What follows belongs to an exercise in optimizing a design on an open flow for small area, a short achievable clock period and few clock cycles; a production flow would make more cautious choices. Function was not checked in any run shown here: the RTL went through the layout flow alone. No activity file was given, so power comes from the tool's default toggle rates.

## flow/design.v (module list and top-level ports; edited modules follow where they fit)
// module booth_enc: 16 lines
// module mul24_csa: 1636 lines
// module tz_pad: 10 lines
// module fpadd_step1: 52 lines
// module fpadd_step2: 14 lines
// module fpadd_step3: 43 lines
// module fpadd_step4: 34 lines
// module relu_key: 6 lines
// module conv_pool: 248 lines
module conv_pool (clk, rst, in_valid, in_ready, in_w, in_x0, in_x1, in_x2, in_x3,
                  in_bias, in_last, out_valid, out_z);
  // ...
==> flow/run.sh <==
#!/bin/bash
# synth_recipe.tcl (not shown) runs the flow's synth.tcl, then flattens the netlist and writes it again
# the make line also repeats each setting of config.mk as NAME=value (left out here)
make -C /OpenROAD-flow-scripts/flow DESIGN_CONFIG=/design/flow/config.mk WORK_HOME=/design/flow/orfs CLKGATE_MAP_FILE= SYNTH_SCRIPT=/design/flow/synth_recipe.tcl finish
==> flow/config.mk <==
export PLATFORM = sky130hd
export DESIGN_NAME = conv_pool
export DESIGN_NICKNAME = conv_pool
export VERILOG_FILES = /design/flow/design.v
export SDC_FILE = /design/flow/constraint.sdc
export NUM_CORES = 4
export LEC_CHECK = 0
export CAP_MARGIN = 70
export CORE_MARGIN = 2
export CORE_UTILIZATION = 40
export SLEW_MARGIN = 70
==> flow/constraint.sdc <==
create_clock -name core_clock -period 11.0 [get_ports {clk}]
set_input_delay 2.2000 -clock core_clock [delete_from_list [all_inputs] [get_ports {clk}]]
set_output_delay 2.2000 -clock core_clock [all_outputs]
set_load 0.01 [all_outputs]
==> Implementation_results.wiki, run 1 <==
{| class="wikitable"
! Metric !! Value
|-
| Status || no timing/DRC/antenna violations
|-
| Count of flip-flops with a built-in enable after synthesis || 32
|-
| Net switching power || 7.20 mW
|-
| Sum of negative setup slack || 0 ps
|-
| Post-CTS setup buffers || 0
|-
| Critical Path Fanout Max || 23
|-
| Total number of placement rows || 111
|-
| Seq power || 3.42 mW
|-
| Metal1 wirelength || 45,500 um
|-
| Drt initial violations || 2,288
|-
| Power group with the highest consumption || combinational cells
|-
| Netlist cell types || 83
|-
| Count of input and output buffers || 241
|-
| Total clock sinks || 499
|-
| Total power || 15.4 mW
|-
| Final antenna diode count || 0
|-
| Worst hold slack || 322 ps
|-
| Final Max Slew Viols || 0
|-
| Top cells by area in the synthesized netlist || sky130_fd_sc_hd__dfxtp_1, sky130_fd_sc_hd__fa_1, sky130_fd_sc_hd__xnor2_1
|-
| Leading cell type by number of instances after synthesis || sky130_fd_sc_hd__dfxtp_1
|-
| Worst setup path startpoint || s1Shift[2]
|-
| Chip Width || 308 um
|-
| Die Area || 0.0946 mm2
|-
| Max cap viols || 0
|-
| Routed met3 length || 6800 um
|-
| H-tree depth reported by CTS || 2
|-
| Xor and xnor fraction of the mapped netlist area || 0.112
|-
| Met3 demand-to-capacity share in global routing || 0.0377
|-
| Pre-CTS setup slack || 6410 ps
|-
| Portion of total power attributed to sequential cells || 0.222
|-
| DP Cell Count || 5,215
|-
| Top flop regs || m1S (48), m1C (47)
|-
| Taps Inserted || 1,186
|-
| Top-Level Pins || 244
|-
| Net count reported at finish || 4,776
|-
| Detail-routed net length per standard cell || 19.9 um
|-
| Area growth from synthesis to layout || 16.3%
|-
| Crit. End Element || flop
|-
| Worst setup path end || s2Sum[26]
|-
| Final number of hold-violating endpoints || 0
|-
| Ys Warns || 3
|-
| Placeable core area || 0.0915 mm2
|-
| Via count || 29,200
|-
| Fraction of area in clock buffers and inverters || 0.0463
|-
| Register with the most flip-flops || m1S
|}
==> module fpadd_step1, before the edit <==
module fpadd_step1 (X, Y, fracX, expX, fracYc, shiftLo, effSub, excRt, signR, sticky);
   input [33:0] X;
   input [33:0] Y;
   output [22:0] fracX;
   output [7:0] expX;
   output [25:0] fracYc;      
   output [2:0] shiftLo;      
   output effSub;
   output reg [1:0] excRt;
   output signR;
   output sticky;      
   wire swap = {X[33:32], X[30:0]} < {Y[33:32], Y[30:0]};
   wire [7:0] eXmeY = X[30:23] - Y[30:23];
   wire [7:0] eYmeX = Y[30:23] - X[30:23];
   wire [4:0] svXY = (eXmeY > 8'd25) ? 5'd26 : eXmeY[4:0];
   wire [4:0] svYX = (eYmeX > 8'd25) ? 5'd26 : eYmeX[4:0];
   wire [33:0] newX = swap ? Y : X;
   wire [33:0] newY = swap ? X : Y;
   wire [1:0] excX = newX[33:32];
   wire [1:0] excY = newY[33:32];
   wire signX = newX[31];
   wire signY = newY[31];
   wire [5:0] sXsYExnXY = {signX, signY, excX, excY};
   wire [4:0] shiftVal = swap ? svYX : svXY;
   wire [23:0] fracY;
   wire [25:0] padded = {fracY, 2'b00};
   assign fracYc = padded >> {shiftVal[4:3], 3'b000};
   assign shiftLo = shiftVal[2:0];
   wire [25:0] lostMask = ~({26{1'b1}} << {shiftVal[4:3], 3'b000});
   assign sticky = |(padded & lostMask);
   assign fracX = newX[22:0];
   assign expX = newX[30:23];
   assign fracY = (excY == 2'b00) ? 24'd0 : {1'b1, newY[22:0]};
   assign effSub = signX ^ signY;
   assign signR = ((sXsYExnXY == 6'b100000) || (sXsYExnXY == 6'b010000)) ? 1'b0 : signX;
   always @(*) begin
      case (sXsYExnXY)
         6'b000000, 6'b010000, 6'b100000, 6'b110000:
            excRt = 2'b00;
         6'b000101, 6'b010101, 6'b100101, 6'b110101,
         6'b000100, 6'b010100, 6'b100100, 6'b110100,
         6'b000001, 6'b010001, 6'b100001, 6'b110001:
            excRt = 2'b01;
         6'b111010, 6'b001010, 6'b001000, 6'b011000, 6'b101000, 6'b111000,
         6'b000010, 6'b010010, 6'b100010, 6'b110010, 6'b001001, 6'b011001,
         6'b101001, 6'b111001, 6'b000110, 6'b010110, 6'b100110, 6'b110110:
            excRt = 2'b10;
         default:
            excRt = 2'b11;
      endcase
   end
endmodule
==> module fpadd_step3, before the edit <==
module fpadd_step3 (sum, sticky, expX, updatedExp, vc, countLo, eqdiffsign);
   input [26:0] sum;
   input sticky;
   input [7:0] expX;
   output [9:0] updatedExp;
   output [27:0] vc;           
   output [1:0] countLo;       
   output eqdiffsign;
   wire [27:0] v = {sum, sticky};
   wire [31:0] x = {v, 4'b1111};
   wire [15:0] nz1;           
   wire [15:0] c1;            
   wire [7:0] nz2;
   wire [15:0] c2;
   wire [3:0] nz3;
   wire [11:0] c3;
   wire [1:0] nz4;
   wire [7:0] c4;
   genvar i;
   generate
      for (i = 0; i < 16; i = i + 1) begin : l1
         assign nz1[i] = x[2*i+1] | x[2*i];
         assign c1[i] = ~x[2*i+1];
      end
      for (i = 0; i < 8; i = i + 1) begin : l2
         assign nz2[i] = nz1[2*i+1] | nz1[2*i];
         assign c2[2*i+1:2*i] = nz1[2*i+1] ? {1'b0, c1[2*i+1]} : {1'b1, c1[2*i]};
      end
      for (i = 0; i < 4; i = i + 1) begin : l3
         assign nz3[i] = nz2[2*i+1] | nz2[2*i];
         assign c3[3*i+2:3*i] = nz2[2*i+1] ? {1'b0, c2[4*i+3:4*i+2]} : {1'b1, c2[4*i+1:4*i]};
      end
      for (i = 0; i < 2; i = i + 1) begin : l4
         assign nz4[i] = nz3[2*i+1] | nz3[2*i];
         assign c4[4*i+3:4*i] = nz3[2*i+1] ? {1'b0, c3[6*i+5:6*i+3]} : {1'b1, c3[6*i+2:6*i]};
      end
   endgenerate
   wire [4:0] count = nz4[1] ? {1'b0, c4[7:4]} : {1'b1, c4[3:0]};
   assign vc = v << {count[4:2], 2'b00};
   assign countLo = count[1:0];
   assign eqdiffsign = (v == 28'd0);
   assign updatedExp = {2'b00, expX} + 10'd1 - {5'd0, count};
endmodule
==> module fpadd_step4, before the edit <==
module fpadd_step4 (updatedExp, vc, countLo, eqdiffsign, effSub, excRt, signR, R);
   input [9:0] updatedExp;
   input [27:0] vc;
   input [1:0] countLo;
   input eqdiffsign;
   input effSub;
   input [1:0] excRt;
   input signR;
   output [33:0] R;
   wire [27:0] level0 = vc << countLo;
   wire [22:0] frac = level0[26:4];
   wire stk = |level0[2:0];
   wire rnd = level0[3];
   wire lsb = level0[4];
   wire needToRound = rnd & (stk | lsb);
   wire [32:0] rounded = {updatedExp, frac} + {32'd0, needToRound};
   wire [3:0] exExpExc = {rounded[32:31], excRt};
   reg [1:0] excRt2;
   always @(*) begin
      case (exExpExc)
         4'b0000, 4'b0100, 4'b1000, 4'b1100, 4'b1001, 4'b1101:
            excRt2 = 2'b00;
         4'b0001:
            excRt2 = 2'b01;
         4'b0010, 4'b0110, 4'b1010, 4'b1110, 4'b0101:
            excRt2 = 2'b10;
         default:
            excRt2 = 2'b11;
      endcase
   end
   wire [1:0] excR = (eqdiffsign && effSub && !(excRt == 2'b11)) ? 2'b00 : excRt2;
   wire signR2 = (eqdiffsign && effSub) ? 1'b0 : signR;
   assign R = {excR, signR2, rounded[30:0]};
endmodule
==> module conv_pool, before the edit <==
module conv_pool (clk, rst, in_valid, in_ready, in_w, in_x0, in_x1, in_x2, in_x3,
                  in_bias, in_last, out_valid, out_z);
   input clk;
   input rst;
   input in_valid;
   output in_ready;
   input [33:0] in_w;
   input [33:0] in_x0;
   input [33:0] in_x1;
   input [33:0] in_x2;
   input [33:0] in_x3;
   input [33:0] in_bias;
   input in_last;
   output reg out_valid;
   output [33:0] out_z;
   reg [1:0] slot;      
   reg [1:0] step;      
   reg bph;             
   reg lastr;           
   reg newvec;          
   wire adv = in_valid && (step == slot);
   reg rdy;
   assign in_ready = rdy;
   wire [1:0] slotN = slot + 2'd1;
   wire [1:0] stepN = adv ? step + 2'd1 : step;
   wire toBias = adv && (step == 2'd3) && !bph && lastr;
   wire accept = adv && (step == 2'd3) && (bph || !lastr);
   wire bphN = toBias ? 1'b1 : (accept ? 1'b0 : bph);
   wire lastrN = (adv && step == 2'd0 && !bph) ? in_last : lastr;
   always @(posedge clk) begin
      lastr <= lastrN;
      if (rst) begin
         slot <= 2'd0;
         step <= 2'd0;
         bph <= 1'b0;
         newvec <= 1'b1;
         rdy <= 1'b0;
      end else begin
         slot <= slotN;
         step <= stepN;
         bph <= bphN;
         if (accept)
            newvec <= bph;
         rdy <= (slotN == 2'd3) && (stepN == 2'd3) && (bphN || !lastrN);
      end
   end
   reg [33:0] xsel;
   always @(*) begin
      case (slot)
         2'd0: xsel = in_x0;
         2'd1: xsel = in_x1;
         2'd2: xsel = in_x2;
         default: xsel = in_x3;
      endcase
   end
   wire [33:0] xin = bph ? in_bias : xsel;
   wire [11:0] bneg, bone, btwo;
   booth_enc benc (.b({1'b1, in_w[22:0]}), .neg(bneg), .one(bone), .two(btwo));
   reg [33:0] aX;
   reg [1:0] aWexc;
   reg aWsign;
   reg [7:0] aWexp;
   reg [11:0] aNeg, aOne, aTwo;
   reg aFirst, aBias;
   always @(posedge clk) begin
      aX[31:0] <= xin[31:0];
      aX[33:32] <= adv ? xin[33:32] : 2'b00;
      aWexc <= (bph || !adv) ? 2'b01 : in_w[33:32];
      aWsign <= bph ? 1'b0 : in_w[31];
      aWexp <= bph ? 8'd127 : in_w[30:23];
      aNeg <= bph ? 12'h800 : bneg;
      aOne <= bph ? 12'd0 : bone;
      aTwo <= bph ? 12'h800 : btwo;
      aFirst <= adv && newvec && !bph;
   end
   always @(posedge clk) begin
      if (rst) aBias <= 1'b0;
      else aBias <= adv && bph;
   end
   wire [47:0] ps, pc;
   mul24_csa mul (.a({1'b1, aX[22:0]}), .neg(aNeg), .one(aOne), .two(aTwo), .s(ps), .c(pc));
   reg [3:0] excSel;
   reg [1:0] mExc;
   always @(*) begin
      case ({aX[33:32], aWexc})
         4'b0000, 4'b0001, 4'b0100: mExc = 2'b00;
         4'b0101: mExc = 2'b01;
         4'b0110, 4'b1001, 4'b1010: mExc = 2'b10;
         default: mExc = 2'b11;
      endcase
   end
   reg [47:0] m1S, m1C;
   reg [9:0] m1Exp;
   reg m1Sign;
   reg [1:0] m1Exc;
   reg m1First, m1Bias;
   always @(posedge clk) begin
      m1S <= ps;
      m1C <= pc;
      m1Exp <= {2'b00, aX[30:23]} + {2'b00, aWexp} - 10'd127;
      m1Sign <= aX[31] ^ aWsign;
      m1Exc <= mExc;
      m1First <= aFirst;
   end
   always @(posedge clk) begin
      if (rst) m1Bias <= 1'b0;
      else m1Bias <= aBias;
   end
   wire [47:0] prod = m1S + m1C;
   reg [25:0] m2P;
   reg m2St;
   reg [9:0] m2Exp;
   reg m2Sign;
   reg [1:0] m2Exc;
   reg m2First, m2Bias;
   always @(posedge clk) begin
      m2P <= prod[47:22];
      m2St <= |prod[21:0];
      m2Exp <= m1Exp;
      m2Sign <= m1Sign;
      m2Exc <= m1Exc;
      m2First <= m1First;
   end
   always @(posedge clk) begin
      if (rst) m2Bias <= 1'b0;
      else m2Bias <= m1Bias;
   end
   wire norm = m2P[25];
   wire [22:0] mFrac = norm ? m2P[24:2] : m2P[23:1];
   wire mRb = norm ? m2P[1] : m2P[0];
   wire mSt = norm ? (m2P[0] | m2St) : m2St;
   wire mRound = mRb & (mSt | mFrac[0]);
   wire [32:0] mRounded = {m2Exp + {9'd0, norm}, mFrac} + {32'd0, mRound};
   reg [1:0] excPostNorm;
   always @(*) begin
      case (mRounded[32:31])
         2'b00: excPostNorm = 2'b01;
         2'b01: excPostNorm = 2'b10;
         default: excPostNorm = 2'b00;
      endcase
   end
   wire [1:0] finalExc = (m2Exc == 2'b01) ? excPostNorm : m2Exc;
   reg [33:0] P;
   reg pFirst, pBias;
   always @(posedge clk) begin
      P <= {finalExc, m2Sign, mRounded[30:0]};
      pFirst <= m2First;
   end
   always @(posedge clk) begin
      if (rst) pBias <= 1'b0;
      else pBias <= m2Bias;
   end
   reg [33:0] R;
   wire [33:0] accX = {pFirst ? 2'b00 : R[33:32], R[31] & ~pFirst, R[30:0]};
   wire [22:0] a1FracX;
   wire [7:0] a1ExpX;
   wire [25:0] a1FracY;
   wire [2:0] a1Shift;
   wire a1EffSub, a1SignR, a1Sticky;
   wire [1:0] a1ExcRt;
   fpadd_step1 add1 (.X(accX), .Y(P), .fracX(a1FracX), .expX(a1ExpX), .fracYc(a1FracY),
                     .shiftLo(a1Shift), .effSub(a1EffSub), .excRt(a1ExcRt), .signR(a1SignR),
                     .sticky(a1Sticky));
   reg [22:0] s1FracX;
   reg [7:0] s1ExpX;
   reg [25:0] s1FracY;
   reg [2:0] s1Shift;
   reg s1EffSub, s1SignR, s1Sticky, s1Bias;
   reg [1:0] s1ExcRt;
   always @(posedge clk) begin
      s1FracX <= a1FracX;
      s1ExpX <= a1ExpX;
      s1FracY <= a1FracY;
      s1Shift <= a1Shift;
      s1EffSub <= a1EffSub;
      s1Sticky <= a1Sticky;
      s1SignR <= a1SignR;
      s1ExcRt <= a1ExcRt;
   end
   wire [26:0] a2Sum;
   wire a2Sticky;
   fpadd_step2 add2 (.fracX(s1FracX), .fracYc(s1FracY), .shiftLo(s1Shift), .effSub(s1EffSub),
                     .sticky(s1Sticky), .sum(a2Sum), .allSticky(a2Sticky));
   reg [26:0] s2Sum;
   reg s2Sticky, s2EffSub, s2SignR, s2Bias;
   reg [7:0] s2ExpX;
   reg [1:0] s2ExcRt;
   always @(posedge clk) begin
      s2Sum <= a2Sum;
      s2Sticky <= a2Sticky;
      s2ExpX <= s1ExpX;
      s2EffSub <= s1EffSub;
      s2SignR <= s1SignR;
      s2ExcRt <= s1ExcRt;
   end
   wire [9:0] a3Exp;
   wire [27:0] a3Frac;
   wire [1:0] a3Round;
   wire a3Eq;
   fpadd_step3 add3 (.sum(s2Sum), .sticky(s2Sticky), .expX(s2ExpX), .updatedExp(a3Exp),
                     .vc(a3Frac), .countLo(a3Round), .eqdiffsign(a3Eq));
   reg [9:0] s3Exp;
   reg [27:0] s3Frac;
   reg [1:0] s3Round;
   reg s3Eq, s3EffSub, s3SignR, s3Bias;
   reg [1:0] s3ExcRt;
   always @(posedge clk) begin
      s3Exp <= a3Exp;
      s3Frac <= a3Frac;
      s3Round <= a3Round;
      s3Eq <= a3Eq;
      s3EffSub <= s2EffSub;
      s3SignR <= s2SignR;
      s3ExcRt <= s2ExcRt;
   end
   wire [33:0] a4R;
   fpadd_step4 add4 (.updatedExp(s3Exp), .vc(s3Frac), .countLo(s3Round), .eqdiffsign(s3Eq),
                     .effSub(s3EffSub), .excRt(s3ExcRt), .signR(s3SignR), .R(a4R));
   reg rBias;
   always @(posedge clk) begin
      R <= a4R;
   end
   always @(posedge clk) begin
      if (rst) begin
         s1Bias <= 1'b0;
         s2Bias <= 1'b0;
         s3Bias <= 1'b0;
         rBias <= 1'b0;
      end else begin
         s1Bias <= pBias;
         s2Bias <= s1Bias;
         s3Bias <= s2Bias;
         rBias <= s3Bias;
      end
   end
   wire [31:0] key;
   relu_key rk (.X(R), .K(key));
   reg [31:0] mx;
   always @(posedge clk) begin
      if (rBias && (slot == 2'd0 || key > mx))
         mx <= key;
   end
   always @(posedge clk) begin
      if (rst) out_valid <= 1'b0;
      else out_valid <= rBias && (slot == 2'd3);
   end
   assign out_z = {1'b0, mx[31], 1'b0, mx[30:0]};
endmodule
==> run 2: changes to the inputs <==
--- a/flow/design.v
+++ b/flow/design.v
@@ -1673,3 +1673,4 @@
    output sticky;      
-   wire swap = {X[33:32], X[30:0]} < {Y[33:32], Y[30:0]};
+   wire swap;
+   lt_tree #(.W(33)) cmp (.A({X[33:32], X[30:0]}), .B({Y[33:32], Y[30:0]}), .LT(swap));
    wire [7:0] eXmeY = X[30:23] - Y[30:23];
@@ -1734,3 +1735,3 @@
    output [27:0] vc;           
-   output [1:0] countLo;       
+   output [2:0] countLo;       
    output eqdiffsign;
@@ -1766,4 +1767,4 @@
    wire [4:0] count = nz4[1] ? {1'b0, c4[7:4]} : {1'b1, c4[3:0]};
-   assign vc = v << {count[4:2], 2'b00};
-   assign countLo = count[1:0];
+   assign vc = v << {count[4:3], 3'b000};
+   assign countLo = count[2:0];
    assign eqdiffsign = (v == 28'd0);
@@ -1774,3 +1775,3 @@
    input [27:0] vc;
-   input [1:0] countLo;
+   input [2:0] countLo;
    input eqdiffsign;
@@ -1811,2 +1812,24 @@
 endmodule
+module lt_tree (A, B, LT);
+   parameter W = 33;
+   input [W-1:0] A;
+   input [W-1:0] B;
+   output LT;
+   reg [63:0] g, e;
+   integer i, l;
+   always @(*) begin
+      g = 64'd0;
+      e = {64{1'b1}};
+      for (i = 0; i < W; i = i + 1) begin
+         g[i] = ~A[i] & B[i];
+         e[i] = ~(A[i] ^ B[i]);
+      end
+      for (l = 0; l < 6; l = l + 1)
+         for (i = 0; i < (32 >> l); i = i + 1) begin
+            g[i] = g[2*i+1] | (e[2*i+1] & g[2*i]);
+            e[i] = e[2*i+1] & e[2*i];
+         end
+   end
+   assign LT = g[0];
+endmodule
 module conv_pool (clk, rst, in_valid, in_ready, in_w, in_x0, in_x1, in_x2, in_x3,
@@ -1943,3 +1966,9 @@
    wire mRound = mRb & (mSt | mFrac[0]);
-   wire [32:0] mRounded = {m2Exp + {9'd0, norm}, mFrac} + {32'd0, mRound};
+   wire [22:0] fracUp = mFrac + 23'd1;
+   wire [22:0] mFracR = mRound ? fracUp : mFrac;
+   wire carry = mRound & (&mFrac);
+   wire [9:0] exp1 = m2Exp + 10'd1;
+   wire [9:0] exp2 = m2Exp + 10'd2;
+   wire [9:0] mExpR = (norm & carry) ? exp2 : ((norm | carry) ? exp1 : m2Exp);
+   wire [32:0] mRounded = {mExpR, mFracR};
    reg [1:0] excPostNorm;
@@ -2008,3 +2037,3 @@
    wire [27:0] a3Frac;
-   wire [1:0] a3Round;
+   wire [2:0] a3Round;
    wire a3Eq;
@@ -2014,3 +2043,3 @@
    reg [27:0] s3Frac;
-   reg [1:0] s3Round;
+   reg [2:0] s3Round;
    reg s3Eq, s3EffSub, s3SignR, s3Bias;
@@ -2049,4 +2078,6 @@
    reg [31:0] mx;
+   wire mxLess;
+   lt_tree #(.W(32)) mxcmp (.A(mx), .B(key), .LT(mxLess));
    always @(posedge clk) begin
-      if (rBias && (slot == 2'd0 || key > mx))
+      if (rBias && (slot == 2'd0 || mxLess))
          mx <= key;
--- a/flow/config.mk
+++ b/flow/config.mk
@@ -10,2 +10,3 @@
 export CORE_UTILIZATION = 40
+export PLACE_DENSITY = 0.75
 export SLEW_MARGIN = 70
==> Implementation_results.wiki, run 2 <==
{| class="wikitable"
! Metric !! Value
|-
| Resized Gates After CTS || 0 (unchanged)
|-
| Ratio of cells with drive above 1 in the final layout || 0.0809 (was 0.0808)
|-
| Async S/R FF share, synth || 0 (unchanged)
|-
| Area growth from synthesis to layout || 15.3% (was 16.3%)
|-
| Final Max Slew Viols || 0 (unchanged)
|-
| Number of storage elements in the synthesis netlist || 500 (was 499)
|-
| Chip Width || 310 um (was 308 um)
|-
| Ranking of synthesized cells by instance count || sky130_fd_sc_hd__dfxtp_1, sky130_fd_sc_hd__inv_1, sky130_fd_sc_hd__xnor2_1 (unchanged)
|-
| CP Class || reg2reg (unchanged)
|-
| Number of antenna violations at the first check in global routing || 2 (was 3)
|-
| Maximum ir drop on the vdd rail || 0.000195 V (was 0.000175 V)
|-
| Top flop regs || m1S (48), m1C (47) (unchanged)
|-
| Top-Level Pins || 244 (unchanged)
|-
| Cell Pwr Density || 353 mW/mm2 (was 359 mW/mm2)
|-
| CP Data Arrival Time || 5070 ps (was 5120 ps)
|-
| Max cap viols || 0 (unchanged)
|-
| Effective utilization at floorplan || 0.403 (about the same)
|-
| GRT Util Overall || 0.216 (was 0.223)
|-
| Drt first pass iters || 7 (unchanged)
|-
| Global placer's final weighted congestion || 0.906 (was 0.885)
|-
| Portion of total power attributed to sequential cells || 0.225 (was 0.222)
|-
| Leakage power || 18.3 nW (was 18.2 nW)
|-
| Antenna Violating Nets Remaining || 0 (unchanged)
|-
| Number of buffers added to fix hold violations after cts || 0 (unchanged)
|-
| Routed wire length || 105,000 um (was 106,000 um)
|-
| Net count reported at finish || 4,787 (was 4,776)
|-
| First-pass GRT wire length || 166,000 um (about the same)
|-
| Leading cell type by number of instances after synthesis || sky130_fd_sc_hd__dfxtp_1 (unchanged)
|-
| Register clock-pin slew on the reported worst setup and hold paths || 70 ps (was 60 ps)
|-
| Most prevalent standard cell on the critical path || sky130_fd_sc_hd__ha_1 (was sky130_fd_sc_hd__a31oi_1)
|-
| Max reg flops || 48 (unchanged)
|-
| Proportion of synthesized chip area in sequential cells || 0.275 (was 0.280)
|-
| Pin count of the biggest net entering global routing || 65 (unchanged)
|-
| Detail-routed net length per standard cell || 19.4 um (was 19.9 um)
|-
| Total number of placement rows || 112 (was 111)
|-
| Clock skew || 14.7 ps (was 18.1 ps)
|-
| H-tree depth reported by CTS || 2 (unchanged)
|-
| Y dimension of the die || 310 um (was 308 um)
|-
| Netlist cell types || 123 (was 83)
|-
| Library cell contributing the largest single delay on the critical path || sky130_fd_sc_hd__mux4_2 (was sky130_fd_sc_hd__clkinv_1)
|-
| Most common flop cell mapped by yosys || sky130_fd_sc_hd__dfxtp_1 (unchanged)
|-
| Vias in the first global route || 30,700 (was 29,600)
|-
| Cell Chain, Critical Path || clkinv_2, mux4_2, xnor2_1, ha_1, ha_1, a21o_1, a21oi_2, o21bai_1, a221oi_4, nand4_2, a221o_2, a311oi_2, o41ai_1, and2_0, o32ai_1 (was buf_4, clkinv_1, mux4_2, xnor2_1, ha_1, a21o_1, a21oi_1, o21a_1, o211ai_1, a31oi_1, a31oi_1, a221o_1, o41ai_2, o21ba_2, mux2_1)
|-
| Status || no timing/DRC/antenna violations (unchanged)
|-
| Detailed Place HPWL || 76,500 um (was 76,900 um)
|-
| Count of unresolved DRC violations after routing || 0 (unchanged)
|-
| Count of input and output buffers || 241 (unchanged)
|-
| Clock latency on the worst-skew pair || 620 ps (was 640 ps)
|-
| Combinational group share of total power || 0.650 (was 0.647)
|-
| Total standard cell area after synthesis || 0.0375 mm2 (was 0.0368 mm2)
|-
| Maximum clock frequency || 219 MHz (was 217 MHz)
|-
| Hold WC Path Type || reg2reg (unchanged)
|-
| Transition time at the pin with the least slew margin || 487 ps
|-
| Slew margin rel. || 0.673
|-
| Proportion of power drawn by the clock network || 0.125 (was 0.130)
|-
| CTS tree || built (unchanged)
|-
| Post-CTS setup buffers || 0 (unchanged)
|-
| Maximum count of clock buffers along a single path || 3 (unchanged)
|-
| Per-cell via count in the routed design || 5.57 (was 5.49)
|-
| Leading area contributor after synthesis || sky130_fd_sc_hd__dfxtp_1 (unchanged)
|-
| RSZ-0062 raised after global routing || no (unchanged)
|-
| Final period demand of the worst path || 4560 ps (was 4600 ps)
|-
| Most common library cell in the layout ignoring fill and taps || sky130_fd_sc_hd__dfxtp_1 (unchanged)
|-
| Synth top area share || 0.250 (was 0.254)
|-
| Via count || 30,100 (was 29,200)
|-
| End-of-flow core utilization || 0.464 (was 0.468)
|-
| Switching Share || 0.474 (was 0.468)
|-
| Register with the most flip-flops || m1S (unchanged)
|-
| Number of buffers added by the clock tree synthesis step || 53 (was 55)
|-
| Mapped Cells || 3,980 (was 3,948)
|-
| Critical Path Fanout Max || 20 (was 23)
|-
| Ys Warns || 5 (was 3)
|-
| Power Internal || 8.03 mW (was 8.19 mW)
|-
| Sum of negative setup slack || 0 ps (unchanged)
|-
| Die Area || 0.0963 mm2 (was 0.0946 mm2)
|-
| Net switching power || 7.24 mW (was 7.20 mW)
|-
| Drt initial violations || 2,945 (was 2,288)
|-
| Setup-failing EPs final || 0 (unchanged)
|-
| CTS Root Cell || sky130_fd_sc_hd__clkbuf_16 (unchanged)
|-
| Delay of the slowest cell on the worst path || 560 ps (was 420 ps)
|-
| Path depth of the worst reg2reg path || 15 (unchanged)
|-
| Total clock sinks || 500 (was 499)
|-
| R2r setup slk || 6440 ps (was 6400 ps)
|-
| Period Utilization, post-route || 0.414 (was 0.418)
|-
| Worst setup SP type || flop (unchanged)
|-
| Top cells by area in the synthesized netlist || sky130_fd_sc_hd__dfxtp_1, sky130_fd_sc_hd__fa_1, sky130_fd_sc_hd__ha_1 (was sky130_fd_sc_hd__dfxtp_1, sky130_fd_sc_hd__fa_1, sky130_fd_sc_hd__xnor2_1)
|-
| Number of stages on the worst hold path || 0 (unchanged)
|-
| Count of flip-flops with a built-in enable after synthesis || 32 (unchanged)
|-
| Aggregate global routing overflow || 0 (unchanged)
|-
| Placeable core area || 0.0932 mm2 (was 0.0915 mm2)
|-
| Worst EP required || 11,510 ps (was 11,520 ps)
|-
| Most frequent cells in the layout || sky130_fd_sc_hd__dfxtp_1, sky130_fd_sc_hd__inv_1, sky130_fd_sc_hd__xnor2_1 (unchanged)
|-
| Mean instance size in the synthesized netlist || 9.43 um2 (was 9.33 um2)
|-
| Crit. End Element || flop (unchanged)
|-
| Final number of hold-violating endpoints || 0 (unchanged)
|}
-- run 2: changes by cell type after synthesis, sizes merged, moves of 17 or more --
cell    before  now
mux2        41   18
xor2       140  157
o21ai       84  128
a21oi      203  172
nand2      179  197
nor2       242  215
xnor2      331  313
mux2i       65  108
a211oi      82   56
-- run 2: worst max-delay path: cells and delay by family, from the launching register on --
family / cells / cell delay [ps]
xor gates and xnor gates: 1 / 160
AOI/OAI and AO/OA: 8 / 2040
and+or+nand+nor: 2 / 310
adders and majority gates: 2 / 460
DFF: 1 / 520
buffers and inverters: 1 / 380
muxes: 1 / 560
-- run 2: final cells by class --
class | count | area (um2)
flip-flops and latches | 500 | 10400
multi-input cells | 2836 | 24900
clock inverters | 35 | 390
well taps | 1254 | 1570
inverters | 396 | 1500
clock buffers | 65 | 1480
repair buffers | 311 | 3010
fillers | 8614 | 49900
diodes | 2 | 5.00
-- run 2: cells by family (layout without fill, tap and decap cells) --
group / after synthesis / in the layout / share of synthesized area
AOI/OAI and AO/OA: 935 / 935 / 0.179
xor gates and xnor gates: 470 / 470 / 0.110
adders and majority gates: 481 / 481 / 0.211
buffers and inverters: 645 / 807 / 0.0687
DFF: 500 / 500 / 0.275
muxes: 149 / 149 / 0.0497
other: 1 / 4 / 0.0000999
and+or+nand+nor: 799 / 799 / 0.107
-- run 2: path summary, 6_finish.rpt --
| kind | from | to |
|---|---|---|
| min | s1ExcRt[0] | s2ExcRt[0] |
| min reg2reg | s1ExcRt[0] | s2ExcRt[0] |
| max reg2reg | s1Shift[1] | s2Sum[26] |
| max | s1Shift[1] | s2Sum[26] |
-- run 2: per-stage QoR --
| step | hold slack [ps] | area, um2 | cells | setup WS, ps | total power, mW |
|---|---|---|---|---|---|
| 2_1_floorplan | 310 | 37500 | 3981 | 6290 | 10.3 |
| 3_3_place_gp | 310 | 40900 | 5288 | 6140 | 12.6 |
| 3_5_place_dp | 312 | 41300 | 5296 | 6470 | 13.2 |
| 4_1_cts | 326 | 43200 | 5396 | 6440 | 15.1 |
| 5_1_grt | 328 | 43300 | 5397 | 6160 | 16.7 |
| 6_report | 324 | 43300 | 5399 | 6440 | 15.3 |
-- run 2: power groups by stage --
stage	logic, mW	clock network, mW	registers [mW]
after floorplan	7.22	0	3.10
after global placement	9.17	0	3.42
after detailed placement	9.71	0	3.45
after CTS	9.79	1.95	3.42
after global routing	11.1	2.02	3.50
final	9.92	1.91	3.43
-- run 2: per-layer routing --
| metal | share of wire | GRT usage | vias up |
|---|---|---|---|
| met3 | 0.082 | 0.0432 | 324 |
| met1 | 0.40 | 0.265 | 14300 |
| met5 | 0.00012 | 0 | - |
| li1 | - | - | 14000 |
| met4 | 0.042 | 0.0894 | 2 |
| met2 | 0.48 | 0.368 | 1454 |
==> module fpadd_step2, before the edit <==
module fpadd_step2 (fracX, fracYc, shiftLo, effSub, sticky, sum, allSticky);
   input [22:0] fracX;
   input [25:0] fracYc;
   input [2:0] shiftLo;
   input effSub;
   input sticky;       
   output [26:0] sum;
   output allSticky;
   wire [25:0] shifted = fracYc >> shiftLo;
   assign allSticky = sticky | |(fracYc[6:0] & ~({7{1'b1}} << shiftLo));
   wire [26:0] yOp = {1'b0, shifted} ^ {27{effSub}};
   wire [26:0] xOp = {2'b01, fracX, 2'b00};
   assign sum = xOp + yOp + {26'd0, effSub & ~allSticky};
endmodule
==> run 3: changes to the inputs <==
--- a/flow/design.v
+++ b/flow/design.v
@@ -1662,3 +1662,3 @@
 endmodule
-module fpadd_step1 (X, Y, fracX, expX, fracYc, shiftLo, effSub, excRt, signR, sticky);
+module fpadd_step1 (X, Y, fracX, expX, fracYc, shiftLo, effSub, rev, sticky, excIn);
    input [33:0] X;
@@ -1670,29 +1670,39 @@
    output effSub;
-   output reg [1:0] excRt;
-   output signR;
-   output sticky;      
+   output rev;                
+   output sticky;             
+   output [6:0] excIn;        
    wire swap;
    lt_tree #(.W(33)) cmp (.A({X[33:32], X[30:0]}), .B({Y[33:32], Y[30:0]}), .LT(swap));
-   wire [7:0] eXmeY = X[30:23] - Y[30:23];
-   wire [7:0] eYmeX = Y[30:23] - X[30:23];
-   wire [4:0] svXY = (eXmeY > 8'd25) ? 5'd26 : eXmeY[4:0];
-   wire [4:0] svYX = (eYmeX > 8'd25) ? 5'd26 : eYmeX[4:0];
-   wire [33:0] newX = swap ? Y : X;
-   wire [33:0] newY = swap ? X : Y;
-   wire [1:0] excX = newX[33:32];
-   wire [1:0] excY = newY[33:32];
-   wire signX = newX[31];
-   wire signY = newY[31];
+   wire zX = (X[33:32] == 2'b00);
+   wire zY = (Y[33:32] == 2'b00);
+   wire [8:0] dXY = {1'b0, X[30:23]} - {1'b0, Y[30:23]};
+   wire [7:0] dYX = Y[30:23] - X[30:23];
+   wire xBig = zY | (~zX & ~dXY[8]);
+   wire [4:0] shY = (|dXY[7:5]) ? 5'd31 : dXY[4:0];
+   wire [4:0] shX = (|dYX[7:5]) ? 5'd31 : dYX[4:0];
+   wire [25:0] padY = zY ? 26'd0 : {1'b1, Y[22:0], 2'b00};
+   wire [25:0] padX = zX ? 26'd0 : {1'b1, X[22:0], 2'b00};
+   wire [25:0] cY = padY >> {shY[4:3], 3'b000};
+   wire [25:0] cX = padX >> {shX[4:3], 3'b000};
+   wire stY = |(padY & ~({26{1'b1}} << {shY[4:3], 3'b000}));
+   wire stX = |(padX & ~({26{1'b1}} << {shX[4:3], 3'b000}));
+   assign fracYc = xBig ? cY : cX;
+   assign sticky = xBig ? stY : stX;
+   assign shiftLo = xBig ? shY[2:0] : shX[2:0];
+   assign fracX = xBig ? X[22:0] : Y[22:0];
+   assign expX = xBig ? X[30:23] : Y[30:23];
+   assign rev = ~(swap ^ xBig);
+   assign effSub = X[31] ^ Y[31];
+   assign excIn = {swap, X[31], Y[31], X[33:32], Y[33:32]};
+endmodule
+module fpadd_exc (excIn, excRt, signR);
+   input [6:0] excIn;
+   output reg [1:0] excRt;
+   output signR;
+   wire swap = excIn[6];
+   wire signX = swap ? excIn[4] : excIn[5];
+   wire signY = swap ? excIn[5] : excIn[4];
+   wire [1:0] excX = swap ? excIn[1:0] : excIn[3:2];
+   wire [1:0] excY = swap ? excIn[3:2] : excIn[1:0];
    wire [5:0] sXsYExnXY = {signX, signY, excX, excY};
-   wire [4:0] shiftVal = swap ? svYX : svXY;
-   wire [23:0] fracY;
-   wire [25:0] padded = {fracY, 2'b00};
-   assign fracYc = padded >> {shiftVal[4:3], 3'b000};
-   assign shiftLo = shiftVal[2:0];
-   wire [25:0] lostMask = ~({26{1'b1}} << {shiftVal[4:3], 3'b000});
-   assign sticky = |(padded & lostMask);
-   assign fracX = newX[22:0];
-   assign expX = newX[30:23];
-   assign fracY = (excY == 2'b00) ? 24'd0 : {1'b1, newY[22:0]};
-   assign effSub = signX ^ signY;
    assign signR = ((sXsYExnXY == 6'b100000) || (sXsYExnXY == 6'b010000)) ? 1'b0 : signX;
@@ -1715,3 +1725,3 @@
 endmodule
-module fpadd_step2 (fracX, fracYc, shiftLo, effSub, sticky, sum, allSticky);
+module fpadd_step2 (fracX, fracYc, shiftLo, shiftLoN, effSub, rev, sticky, sumLo, carryLo, sumHi0, sumHi1, allSticky);
    input [22:0] fracX;
@@ -1719,20 +1729,34 @@
    input [2:0] shiftLo;
+   input [2:0] shiftLoN;      
    input effSub;
+   input rev;
    input sticky;       
-   output [26:0] sum;
+   output [12:0] sumLo;       
+   output carryLo;
+   output [13:0] sumHi0;
+   output [13:0] sumHi1;
    output allSticky;
-   wire [25:0] shifted = fracYc >> shiftLo;
-   assign allSticky = sticky | |(fracYc[6:0] & ~({7{1'b1}} << shiftLo));
-   wire [26:0] yOp = {1'b0, shifted} ^ {27{effSub}};
-   wire [26:0] xOp = {2'b01, fracX, 2'b00};
-   assign sum = xOp + yOp + {26'd0, effSub & ~allSticky};
+   wire [25:0] shA = fracYc >> shiftLo;
+   wire [25:0] shB = fracYc >> ~shiftLoN;
+   wire [25:0] shifted = {shA[25:13], shB[12:0]};
+   assign allSticky = sticky | |(fracYc[6:0] & ~({7{1'b1}} << ~shiftLoN));
+   wire [26:0] yOp = {1'b0, shifted} ^ {27{effSub & ~rev}};
+   wire [26:0] xOp = {2'b01, fracX, 2'b00} ^ {27{effSub & rev}};
+   wire cin = effSub & ~allSticky;
+   wire [14:0] lo2 = {1'b0, xOp[12:0], cin} + {1'b0, yOp[12:0], cin};
+   assign {carryLo, sumLo} = lo2[14:1];
+   assign sumHi0 = xOp[26:13] + yOp[26:13];
+   wire [14:0] hi2 = {xOp[26:13], 1'b1} + {yOp[26:13], 1'b1};
+   assign sumHi1 = hi2[14:1];
 endmodule
-module fpadd_step3 (sum, sticky, expX, updatedExp, vc, countLo, eqdiffsign);
-   input [26:0] sum;
+module fpadd_step3 (sumLo, carryLo, sumHi0, sumHi1, sticky, vc, count, eqdiffsign);
+   input [12:0] sumLo;
+   input carryLo;
+   input [13:0] sumHi0;
+   input [13:0] sumHi1;
    input sticky;
-   input [7:0] expX;
-   output [9:0] updatedExp;
    output [27:0] vc;           
-   output [2:0] countLo;       
+   output [4:0] count;         
    output eqdiffsign;
+   wire [26:0] sum = {carryLo ? sumHi1 : sumHi0, sumLo};
    wire [27:0] v = {sum, sticky};
@@ -1766,12 +1790,11 @@
    endgenerate
-   wire [4:0] count = nz4[1] ? {1'b0, c4[7:4]} : {1'b1, c4[3:0]};
-   assign vc = v << {count[4:3], 3'b000};
-   assign countLo = count[2:0];
+   assign count = nz4[1] ? {1'b0, c4[7:4]} : {1'b1, c4[3:0]};
+   assign vc = v << {count[4], 4'b0000};
    assign eqdiffsign = (v == 28'd0);
-   assign updatedExp = {2'b00, expX} + 10'd1 - {5'd0, count};
 endmodule
-module fpadd_step4 (updatedExp, vc, countLo, eqdiffsign, effSub, excRt, signR, R);
-   input [9:0] updatedExp;
+module fpadd_step4 (expX, vc, count, countN, eqdiffsign, effSub, excRt, signR, R);
+   input [7:0] expX;
    input [27:0] vc;
-   input [2:0] countLo;
+   input [4:0] count;
+   input [3:0] countN;        
    input eqdiffsign;
@@ -1781,3 +1804,6 @@
    output [33:0] R;
-   wire [27:0] level0 = vc << countLo;
+   wire [9:0] updatedExp = {2'b00, expX} + 10'd1 - {5'd0, count};
+   wire [27:0] lvA = vc << count[3:0];
+   wire [27:0] lvB = vc << ~countN;
+   wire [27:0] level0 = {lvA[27:14], lvB[13:0]};
    wire [22:0] frac = level0[26:4];
@@ -1998,7 +2024,7 @@
    wire [2:0] a1Shift;
-   wire a1EffSub, a1SignR, a1Sticky;
-   wire [1:0] a1ExcRt;
+   wire a1EffSub, a1Sticky, a1Rev;
+   wire [6:0] a1ExcIn;
    fpadd_step1 add1 (.X(accX), .Y(P), .fracX(a1FracX), .expX(a1ExpX), .fracYc(a1FracY),
-                     .shiftLo(a1Shift), .effSub(a1EffSub), .excRt(a1ExcRt), .signR(a1SignR),
-                     .sticky(a1Sticky));
+                     .shiftLo(a1Shift), .effSub(a1EffSub), .rev(a1Rev), .sticky(a1Sticky),
+                     .excIn(a1ExcIn));
    reg [22:0] s1FracX;
@@ -2006,5 +2032,5 @@
    reg [25:0] s1FracY;
-   reg [2:0] s1Shift;
-   reg s1EffSub, s1SignR, s1Sticky, s1Bias;
-   reg [1:0] s1ExcRt;
+   reg [2:0] s1Shift, s1ShiftN;
+   reg s1EffSub, s1Sticky, s1Rev, s1Bias;
+   reg [6:0] s1ExcIn;
    always @(posedge clk) begin
@@ -2014,12 +2040,21 @@
       s1Shift <= a1Shift;
+      s1ShiftN <= ~a1Shift;
       s1EffSub <= a1EffSub;
       s1Sticky <= a1Sticky;
-      s1SignR <= a1SignR;
-      s1ExcRt <= a1ExcRt;
+      s1Rev <= a1Rev;
+      s1ExcIn <= a1ExcIn;
    end
-   wire [26:0] a2Sum;
+   wire [12:0] a2SumLo;
+   wire [13:0] a2SumHi0, a2SumHi1;
+   wire a2CarryLo;
    wire a2Sticky;
-   fpadd_step2 add2 (.fracX(s1FracX), .fracYc(s1FracY), .shiftLo(s1Shift), .effSub(s1EffSub),
-                     .sticky(s1Sticky), .sum(a2Sum), .allSticky(a2Sticky));
-   reg [26:0] s2Sum;
+   fpadd_step2 add2 (.fracX(s1FracX), .fracYc(s1FracY), .shiftLo(s1Shift), .shiftLoN(s1ShiftN), .effSub(s1EffSub), .rev(s1Rev),
+                     .sticky(s1Sticky), .sumLo(a2SumLo), .carryLo(a2CarryLo),
+                     .sumHi0(a2SumHi0), .sumHi1(a2SumHi1), .allSticky(a2Sticky));
+   reg [12:0] s2SumLo;
+   reg [13:0] s2SumHi0, s2SumHi1;
+   reg s2CarryLo;
+   wire a2SignR;
+   wire [1:0] a2ExcRt;
+   fpadd_exc addx (.excIn(s1ExcIn), .excRt(a2ExcRt), .signR(a2SignR));
    reg s2Sticky, s2EffSub, s2SignR, s2Bias;
@@ -2028,3 +2063,6 @@
    always @(posedge clk) begin
-      s2Sum <= a2Sum;
+      s2SumLo <= a2SumLo;
+      s2CarryLo <= a2CarryLo;
+      s2SumHi0 <= a2SumHi0;
+      s2SumHi1 <= a2SumHi1;
       s2Sticky <= a2Sticky;
@@ -2032,14 +2070,14 @@
       s2EffSub <= s1EffSub;
-      s2SignR <= s1SignR;
-      s2ExcRt <= s1ExcRt;
+      s2SignR <= a2SignR;
+      s2ExcRt <= a2ExcRt;
    end
-   wire [9:0] a3Exp;
    wire [27:0] a3Frac;
-   wire [2:0] a3Round;
+   wire [4:0] a3Count;
    wire a3Eq;
-   fpadd_step3 add3 (.sum(s2Sum), .sticky(s2Sticky), .expX(s2ExpX), .updatedExp(a3Exp),
-                     .vc(a3Frac), .countLo(a3Round), .eqdiffsign(a3Eq));
-   reg [9:0] s3Exp;
+   fpadd_step3 add3 (.sumLo(s2SumLo), .carryLo(s2CarryLo), .sumHi0(s2SumHi0), .sumHi1(s2SumHi1),
+                     .sticky(s2Sticky), .vc(a3Frac), .count(a3Count), .eqdiffsign(a3Eq));
+   reg [7:0] s3ExpX;
    reg [27:0] s3Frac;
-   reg [2:0] s3Round;
+   reg [4:0] s3Count;
+   reg [3:0] s3CountN;
    reg s3Eq, s3EffSub, s3SignR, s3Bias;
@@ -2047,5 +2085,6 @@
    always @(posedge clk) begin
-      s3Exp <= a3Exp;
+      s3ExpX <= s2ExpX;
       s3Frac <= a3Frac;
-      s3Round <= a3Round;
+      s3Count <= a3Count;
+      s3CountN <= ~a3Count[3:0];
       s3Eq <= a3Eq;
@@ -2056,3 +2095,3 @@
    wire [33:0] a4R;
-   fpadd_step4 add4 (.updatedExp(s3Exp), .vc(s3Frac), .countLo(s3Round), .eqdiffsign(s3Eq),
+   fpadd_step4 add4 (.expX(s3ExpX), .vc(s3Frac), .count(s3Count), .countN(s3CountN), .eqdiffsign(s3Eq),
                      .effSub(s3EffSub), .excRt(s3ExcRt), .signR(s3SignR), .R(a4R));
@@ -2078,6 +2117,4 @@
    reg [31:0] mx;
-   wire mxLess;
-   lt_tree #(.W(32)) mxcmp (.A(mx), .B(key), .LT(mxLess));
    always @(posedge clk) begin
-      if (rBias && (slot == 2'd0 || mxLess))
+      if (rBias && (slot == 2'd0 || key > mx))
          mx <= key;
==> Implementation_results.wiki, run 3 <==
{| class="wikitable"
! Metric !! Value
|-
| Startpoint of the most critical register-to-register path || aNeg[0] (was s1Shift[1])
|-
| Leading area contributor after synthesis || sky130_fd_sc_hd__dfxtp_1 (unchanged)
|-
| Critical Path Fanout Max || 19 (was 20)
|-
| Setup-failing EPs final || 0 (unchanged)
|-
| Total number of placement rows || 114 (was 112)
|-
| Maximum count of clock buffers along a single path || 3 (unchanged)
|-
| Power Internal || 8.57 mW (was 8.03 mW)
|-
| First-pass GRT wire length || 170,000 um (was 166,000 um)
|-
| Resized Gates After CTS || 0 (unchanged)
|-
| Chip Width || 316 um (was 310 um)
|-
| Final number of hold-violating endpoints || 0 (unchanged)
|-
| Ys Warns || 4 (was 5)
|-
| GRT Util Overall || 0.213 (was 0.216)
|-
| Count of unresolved DRC violations after routing || 0 (unchanged)
|-
| Global placer's final weighted congestion || 0.937 (was 0.906)
|-
| Routed wire length || 108,000 um (was 105,000 um)
|-
| Worst Hold Endpoint || m2Exp[9] (was s2ExcRt[0])
|-
| Y dimension of the die || 316 um (was 310 um)
|-
| Top cells by area in the synthesized netlist || sky130_fd_sc_hd__dfxtp_1, sky130_fd_sc_hd__fa_1, sky130_fd_sc_hd__xnor2_1 (was sky130_fd_sc_hd__dfxtp_1, sky130_fd_sc_hd__fa_1, sky130_fd_sc_hd__ha_1)
|-
| RSZ-0062 raised after global routing || no (unchanged)
|-
| Synth top area share || 0.255 (was 0.250)
|-
| Leakage power || 18.8 nW (was 18.3 nW)
|-
| Total of fill cells in the finished design || 8,885 (was 8,614)
|-
| Proportion of power drawn by the clock network || 0.119 (was 0.125)
|-
| Worst setup SP type || flop (unchanged)
|-
| Total power || 16.3 mW (was 15.3 mW)
|-
| Portion of total power attributed to sequential cells || 0.227 (was 0.225)
|-
| Register clock-pin slew on the reported worst setup and hold paths || 60 ps (was 70 ps)
|-
| Detail-routed net length per standard cell || 19.4 um (about the same)
|-
| Detailed Place HPWL || 78,400 um (was 76,500 um)
|-
| Status || no timing/DRC/antenna violations (unchanged)
|-
| CP Data Arrival Time || 4710 ps (was 5070 ps)
|-
| Combinational group share of total power || 0.655 (was 0.650)
|-
| Via count || 31,200 (was 30,100)
|-
| Sum of negative setup slack || 0 ps (unchanged)
|-
| Met3 demand-to-capacity share in global routing || 0.0455 (was 0.0432)
|-
| Endpoint of the worst-slack reg-to-reg timing path || m1S[20] (was s2Sum[26])
|-
| Per-cell via count in the routed design || 5.61 (was 5.57)
|-
| Total standard cell area after synthesis || 0.0389 mm2 (was 0.0375 mm2)
|-
| Drt first pass iters || 8 (was 7)
|-
| CTS tree || built (unchanged)
|-
| Aggregate global routing overflow || 0 (unchanged)
|-
| R2r setup slk || 6800 ps (was 6440 ps)
|-
| CP Class || reg2reg (unchanged)
|-
| Hold WC Path Type || reg2reg (unchanged)
|-
| Pin count of the biggest net entering global routing || 65 (unchanged)
|-
| Cell Pwr Density || 363 mW/mm2 (was 353 mW/mm2)
|-
| Total clock sinks || 527 (was 500)
|-
| Area growth from synthesis to layout || 15.3% (about the same)
|-
| Worst EP required || 11,510 ps (about the same)
|-
| Mapped Cells || 4,131 (was 3,980)
|-
| Fraction of met1 tracks used by global routing || 0.258 (was 0.265)
|-
| CTS Root Cell || sky130_fd_sc_hd__clkbuf_16 (unchanged)
|-
| Max cap viols || 0 (unchanged)
|-
| Busiest layer in global routing || met2 (unchanged)
|-
| Effective utilization at floorplan || 0.403 (about the same)
|-
| Die Area || 0.0998 mm2 (was 0.0963 mm2)
|-
| Antenna Violating Nets Remaining || 0 (unchanged)
|-
| Mean instance size in the synthesized netlist || 9.42 um2 (was 9.43 um2)
|-
| Drt initial violations || 3,020 (was 2,945)
|-
| Clock latency on the worst-skew pair || 650 ps (was 620 ps)
|-
| Most common library cell in the layout ignoring fill and taps || sky130_fd_sc_hd__dfxtp_1 (unchanged)
|-
| Final Max Slew Viols || 0 (unchanged)
|-
| Maximum clock frequency || 238 MHz (was 219 MHz)
|-
| Top flop regs || m1S (48), m1C (47) (unchanged)
|-
| H-tree depth reported by CTS || 2 (unchanged)
|-
| Placeable core area || 0.0966 mm2 (was 0.0932 mm2)
|-
| Number of storage elements in the synthesis netlist || 527 (was 500)
|-
| Post-CTS setup buffers || 0 (unchanged)
|-
| Ratio of cells with drive above 1 in the final layout || 0.0832 (was 0.0809)
|-
| Number of stages on the worst hold path || 0 (unchanged)
|-
| Clock skew || 25.9 ps (was 14.7 ps)
|-
| Global Route met2 Usage || 0.362 (was 0.368)
|-
| Leading cell type by number of instances after synthesis || sky130_fd_sc_hd__dfxtp_1 (unchanged)
|-
| Number of buffers added to fix hold violations after cts || 0 (unchanged)
|-
| Number of antenna violations at the first check in global routing || 3 (was 2)
|-
| Ranking of synthesized cells by instance count || sky130_fd_sc_hd__dfxtp_1, sky130_fd_sc_hd__inv_1, sky130_fd_sc_hd__xnor2_1 (unchanged)
|-
| Net switching power || 7.72 mW (was 7.24 mW)
|-
| Net count reported at finish || 4,938 (was 4,787)
|-
| Number of buffers added by the clock tree synthesis step || 55 (was 53)
|-
| Proportion of synthesized chip area in sequential cells || 0.279 (was 0.275)
|-
| Max reg flops || 48 (unchanged)
|-
| Vias in the first global route || 31,600 (was 30,700)
|-
| Most common flop cell mapped by yosys || sky130_fd_sc_hd__dfxtp_1 (unchanged)
|-
| Crit. End Element || flop (unchanged)
|-
| Final period demand of the worst path || 4200 ps (was 4560 ps)
|-
| Path depth of the worst reg2reg path || 11 (was 15)
|-
| Maximum ir drop on the vdd rail || 0.000197 V (was 0.000195 V)
|-
| Switching Share || 0.474 (about the same)
|-
| Top-Level Pins || 244 (unchanged)
|-
| Startpoint of the tightest hold check path || m1Exp[9] (was s1ExcRt[0])
|-
| Async S/R FF share, synth || 0 (unchanged)
|-
| Count of flip-flops with a built-in enable after synthesis || 32 (unchanged)
|-
| Most frequent cells in the layout || sky130_fd_sc_hd__dfxtp_1, sky130_fd_sc_hd__inv_1, sky130_fd_sc_hd__xnor2_1 (unchanged)
|-
| Count of input and output buffers || 241 (unchanged)
|-
| Final antenna diode count || 0 (was 2)
|-
| Register with the most flip-flops || m1S (unchanged)
|-
| Netlist cell types || 95 (was 123)
|-
| Period Utilization, post-route || 0.382 (was 0.414)
|}
## run 3: cell types whose count changed after synthesis, sizes merged, moves of 18 or more
cell	before	now
nand2	197	227
nor2b	49	83
a21oi	172	191
mux4	23	50
dfxtp	468	495
mux2i	108	81
nand3	62	44
xnor2	313	341
clkbuf	192	211
## run 3: worst max path at each step
stage	startpoint	to	cells after the start
after floorplan	R[32]	mx[0]	13
after global placement	aX[21]	m1S[30]	10
after detailed placement	aNeg[10]	m1S[29]	9
after CTS	aNeg[10]	m1S[29]	9
after global routing	aNeg[0]	m1S[20]	11
final	aNeg[0]	m1S[20]	11
## run 3: area by class of cell
type	instances	area (um2)	share of cell area
tap	1276	1600	0.0356
clock inverter	28	295	0.00658
clock buffer	74	1610	0.0359
timing repair buffer	316	3050	0.0680
inverter	400	1520	0.0339
sequential	527	11000	0.244
multi-input combinational	2946	25800	0.576
## run 3: metrics by stage
step / instances / area, um2 / worst slack, ps / hold slack, ps / util
floorplan: 4132 / 38900 / 6760 / 310 / -
global placement: 5447 / 42300 / 6660 / 310 / 0.438
detailed placement: 5463 / 42800 / 6980 / 312 / 0.443
CTS: 5565 / 44700 / 6980 / 321 / 0.463
global route: 5567 / 44900 / 6700 / 330 / 0.465
finish: 5567 / 44900 / 6800 / 320 / 0.465
## run 3: critical path: stages (launching register included)
cell	delay, ps
sky130_fd_sc_hd__dfxtp_1	300
sky130_fd_sc_hd__buf_4	350
sky130_fd_sc_hd__clkinv_2	430
sky130_fd_sc_hd__xnor2_1	280
sky130_fd_sc_hd__fa_1	540
sky130_fd_sc_hd__inv_1	50
sky130_fd_sc_hd__fa_1	500
sky130_fd_sc_hd__inv_1	50
sky130_fd_sc_hd__fa_1	500
sky130_fd_sc_hd__fa_1	550
sky130_fd_sc_hd__inv_1	50
sky130_fd_sc_hd__fa_1	430
## run 3: cells by family after synthesis
logic type / share of synthesized area
AO/OA/AOI/OAI: 0.166
XOR/XNOR: 0.116
adder cells (fa/ha/maj): 0.205
buffers and inverters: 0.0660
flip-flops: 0.279
multiplexers: 0.0582
other: 0.0000963
AND/OR/NAND/NOR: 0.110
## run 3: power groups by stage
stage	Clock, mW	Sequential [mW]	Combinational (mW)
floorplan	0	3.28	7.88
global placement	0	3.67	9.87
detailed placement	0	3.70	10.4
CTS	1.97	3.66	10.5
global route	2.06	3.77	12.0
finish	1.94	3.69	10.7
## run 3: per-layer routing
metal,part of all wire,routed length [um]
met5,0.00012,13
met4,0.046,4950
met3,0.088,9490
met2,0.47,51100
met1,0.39,42400

re-timing with driven ports:
In the flow no input, the clock included, has a driving cell. The finished layouts below were timed again as built, in two steps.
Step 1: set_driving_cell puts a clkbuf_16 on clk and a buf_2 on each other input, an assumption about the parent block.
Step 2 adds t to the input delays and takes it off the output delays; t is the mean of the earliest and latest rising clock arrival at the registers after step 1. Input paths then give back, and output paths get back, about the clock's delay inside the block.
a / b / c = no drivers / after step 1 / after step 2; a / b = the first two.
run	shift t [ns]	setup slack, ns	latest minus earliest clock arrival (ns)	worst data-port slew with drivers (ns)
run 1	0.696	6.401 / 6.401 / 6.401	0.023 / 0.022	0.09
run 2	0.675	6.441 / 6.441 / 6.441	0.016 / 0.016	0.06
run 3	0.698	6.800 / 6.800 / 6.800	0.026 / 0.026	0.06
After both steps every run listed still meets setup and hold.
